Context: an optimization exercise on an open-source flow, tuned for small area, a short achievable clock period and few clock cycles per item. The choices shown serve that exercise and are no tape-out recipe. The RTL was checked by simulation tests, not by an equivalence proof against the original design.

==> flow/design.v (excerpt) <==
module fast_power (
    input             clk,
    input             rst,
    input             start,
    input      [31:0] base,
    input      [31:0] exponent,
    output     [31:0] result,
    output reg        done
);
  reg        busy;
  reg        r_one;    
  reg        op_r;     
  reg [31:0] e;        
  reg        b_s;
  reg  [7:0] b_e;
  reg        b_l;
  reg [22:0] b_f;
  reg        r_s;
  reg  [7:0] r_e;
  reg        r_l;
  reg [22:0] r_f;
  reg [22:0] x_f;
  assign result = {r_s, r_e, r_f};
  wire b_den  = ~b_l & (|b_f);           
  wire r_den  = ~r_l & (|r_f);
  wire e_zero = ~(|e);
  wire e_last = ~(|e[31:1]);
  wire        x_s = op_r ? r_s : b_s;
  wire  [7:0] x_e = op_r ? r_e : b_e;
  wire        x_l = op_r ? r_l : b_l;
  wire [47:0] p;
  fpu_multiply mul (.x(b_f), .y(x_f), .p(p));
  wire        m_zero = ~(x_l & b_l);
  wire  [7:0] e_hi   = x_e + b_e + 8'd130;           
  wire  [7:0] e_lo   = x_e + b_e + 8'd129;
  ...
For scale: about 3500 cells after synthesis.
make LEC_CHECK=0 ABC_AREA=0 CAP_MARGIN=60 CORE_MARGIN=2 CORE_UTILIZATION=40 SLEW_MARGIN=60 finish   # period 24.0 ns
run.sh (not shown) runs the stock make flow with config.mk's settings and CLKGATE_MAP_FILE= SYNTH_SCRIPT=/design/flow/synth_recipe.tcl, a recipe that flattens the netlist after the stock synthesis.
Testbench counts at the start, summed over its fixed seeds: cycles 59,928, items 2,400.
==> next run, changes <==
ABC_AREA = 1   (was 0)
=> The changed run completed without violations. Maximum frequency rises by roughly a tenth. Clock skew went down by 0.0042 ns. Setup slack improves by 0.84 ns. Critical path depth rises by 2. Cell area drops by a little under a tenth. Wire length came out lower by about a fifth. Global-route usage is lower by 1.1 points. Synthesized area came out lower by roughly a tenth. Non-clock buffer count is lower by 31.
==> next run, changes <==
CORE_UTILIZATION = 60   (was 40)
Outcome:
- The new run went through all stages and came out clean
- cell area came out lower by 1.6%
- critical path depth went up by 2
- worst setup slack got worse by 0.10 ns
- sequential cell count is unchanged
- global-route usage goes up by 15 points
- area after synthesis does not change
- via count increases by 4.8%
==> next run, changes <==
CAP_MARGIN = 20   (was 60)
CORE_UTILIZATION = 40   (was 60)
SLEW_MARGIN = 90   (was 60)
- The new run stopped in 5_1_grt
- synthesized cell count does not change
- synthesized area stays the same

* * *

Starting RTL as in the previous note.
Settings: LEC_CHECK=0, ABC_AREA=1, CAP_MARGIN=60, CORE_MARGIN=2, CORE_UTILIZATION=40, SLEW_MARGIN=75; clock period 24.0 ns.
The starting point passed the timing, design-rule and antenna checks.
Testbench counts at the start, summed over its fixed seeds: cycles 59,928, items 2,400.
Rerun with:
Settings changed: SLEW_MARGIN 75 to 85.
What happened: Register-to-register slack gets worse by 530 ps; setup slack gets worse by 530 ps; cell count goes up by 4.6%; area after synthesis does not change; synthesized cell count does not change; final area goes up by 26%; wire length goes up by 9.1%; maximum frequency goes down by 6.9%; non-clock buffer count goes up by 185.

* * *

Another version of the RTL of fast_power (not shown whole).
Size: ~2,700 cells after synthesis, about 100 flip-flops, roughly 100 I/O pins.
export LEC_CHECK = 0
export ABC_AREA = 1
export CAP_MARGIN = 85
export CORE_MARGIN = 2
export CORE_UTILIZATION = 40
export SLEW_MARGIN = 85
create_clock -name core_clock -period 24.0 [get_ports {clk}]
The baseline finished clean.
Testbench counts at the start, summed over its fixed seeds: cycles 59,928, items 2,400.
Next try:
- CAP_MARGIN: 85 -> 60
- SLEW_MARGIN: 85 -> 60
Effect: Area after synthesis is unchanged. Critical path depth came out lower by 8.

* * *

Another version of the RTL of fast_power (not shown whole).
For scale: about 2700 cells after synthesis, roughly 100 flip-flops.
==> flow/config.mk <==
export PLATFORM = sky130hd
export DESIGN_NAME = fast_power
export DESIGN_NICKNAME = fast_power
export VERILOG_FILES = /design/flow/design.v
export SDC_FILE = /design/flow/constraint.sdc
export NUM_CORES = 4
export LEC_CHECK = 0
export ABC_AREA = 1
export CAP_MARGIN = 60
export CORE_MARGIN = 2
export CORE_UTILIZATION = 40
export SLEW_MARGIN = 75
==> flow/constraint.sdc <==
create_clock -name core_clock -period 24.0 [get_ports {clk}]
set_input_delay 4.8000 -clock core_clock [delete_from_list [all_inputs] [get_ports {clk}]]
set_output_delay 4.8000 -clock core_clock [all_outputs]
set_load 0.01 [all_outputs]
standard.sh (not shown) runs the stock make flow with config.mk's settings and CLKGATE_MAP_FILE= SYNTH_SCRIPT=/design/flow/synth_recipe.tcl, a recipe that flattens the netlist after the stock synthesis.
==> flow/flow/run.sh <==
#!/bin/bash
# Standard layout, with the port buffers made of buf_1 cells instead of
# the default delay buffers. Each tool's output goes to a log file here.
set -e
cp standard.sh standard_copy.sh.txt
export BUFFER_PORTS_ARGS="-buffer_cell sky130_fd_sc_hd__buf_1"
bash standard.sh > standard.log 2>&1
The baseline finished clean.
Testbench counts at the start, summed over its fixed seeds: cycles 59,928, items 2,400.
Change:
==> flow/run.sh (new file) <==
#!/bin/bash
# synth_recipe.tcl (not shown) runs the flow's synth.tcl, then flattens the netlist and writes it again
# the make line also repeats each setting of config.mk as NAME=value (left out here)
make -C /OpenROAD-flow-scripts/flow DESIGN_CONFIG=/design/flow/config.mk WORK_HOME=/design/flow/orfs CLKGATE_MAP_FILE= SYNTH_SCRIPT=/design/flow/synth_recipe.tcl finish
--- a/flow/config.mk
+++ b/flow/config.mk
@@ -12 +12 @@
-export SLEW_MARGIN = 75
+export SLEW_MARGIN = 65
removed: flow/flow/run.sh
removed: flow/standard.sh
What happened:
- The changed run finished with timing, DRC and antenna clean
- design area came out higher by 0.89%
- die area stays the same
- setup slack is worse by 0.61 ns
- clock-buffer cell count stays the same
Change:
--- a/flow/config.mk
+++ b/flow/config.mk
@@ -12 +12 @@
-export SLEW_MARGIN = 65
+export SLEW_MARGIN = 80
=> Synthesized cell count is unchanged; wire length rose by 0.90%; setup slack improved by 0.55 ns; first-iteration DRC count rose by 0.39%; count of clock-buffer cells in the layout rose by 1; final cell count rose by 1.0%; design area rose by 4.3%; die area is unchanged.
Change:
--- a/flow/config.mk
+++ b/flow/config.mk
@@ -12 +12 @@
-export SLEW_MARGIN = 80
+export SLEW_MARGIN = 75
The new run ran to the end with no violations.
Die area is unchanged.
Fmax fell by 1.4%.
Routed wire length fell by 0.75%.
Final area fell by 2.2%.
Area after synthesis stays the same.
Non-clock buffer count fell by 18.
Worst setup slack degrades by 0.10 ns.

==> re-timing with driven ports <==
How much do the figures lean on ideal ports? The routed layouts below were timed once more, with nothing changed but the port constraints. Step 1 sets driving cells, clkbuf_16 on the clock port and buf_2 on the other inputs (assumed; they add their load-dependent delay and slew). Step 2 times the ports against the registers' clock, not the clock port: input delays grow and output delays shrink by t, the midpoint of the rising clock arrivals with the driver on. a / b / c = no drivers / after step 1 / after step 2; a / b = the first two.
run | shift t [ns] | setup WS [ns] | latest minus earliest clock arrival (ns) | slew at the worst register clock pin (ns) | worst slew at a driven data input, ns
the first run of note 1 | 0.484 | 15.618 / 15.618 / 15.618 | 0.016 / 0.016 | 0.06 / 0.06 | 0.05
the second run of note 1 | 0.470 | 16.461 / 16.461 / 16.461 | 0.012 / 0.011 | 0.07 / 0.07 | 0.06
the third run of note 1 | 0.479 | 16.358 / 16.358 / 16.358 | 0.009 / 0.009 | 0.07 / 0.07 | 0.06
the first run of note 2 | 0.468 | 16.892 / 16.892 / 16.892 | 0.012 / 0.012 | 0.07 / 0.07 | 0.06
the second run of note 2 | 0.475 | 16.365 / 16.365 / 16.365 | 0.011 / 0.011 | 0.06 / 0.06 | 0.06
the first run of note 3 | 0.409 | 14.268 / 14.268 / 14.268 | 0.008 / 0.008 | 0.08 / 0.08 | 0.05
the second run of note 3 | 0.399 | 15.308 / 15.308 / 15.308 | 0.009 / 0.010 | 0.08 / 0.08 | 0.05
the first run of note 4 | 0.405 | 16.816 / 16.816 / 16.816 | 0.013 / 0.013 | 0.08 / 0.08 | 0.08
the second run of note 4 | 0.407 | 16.209 / 16.209 / 16.209 | 0.013 / 0.012 | 0.09 / 0.09 | 0.08
the third run of note 4 | 0.404 | 16.763 / 16.763 / 16.763 | 0.009 / 0.009 | 0.08 / 0.08 | 0.08
the fourth run of note 4 | 0.404 | 16.659 / 16.659 / 16.659 | 0.011 / 0.010 | 0.08 / 0.08 | 0.07
After both steps every run listed still meets setup and hold.
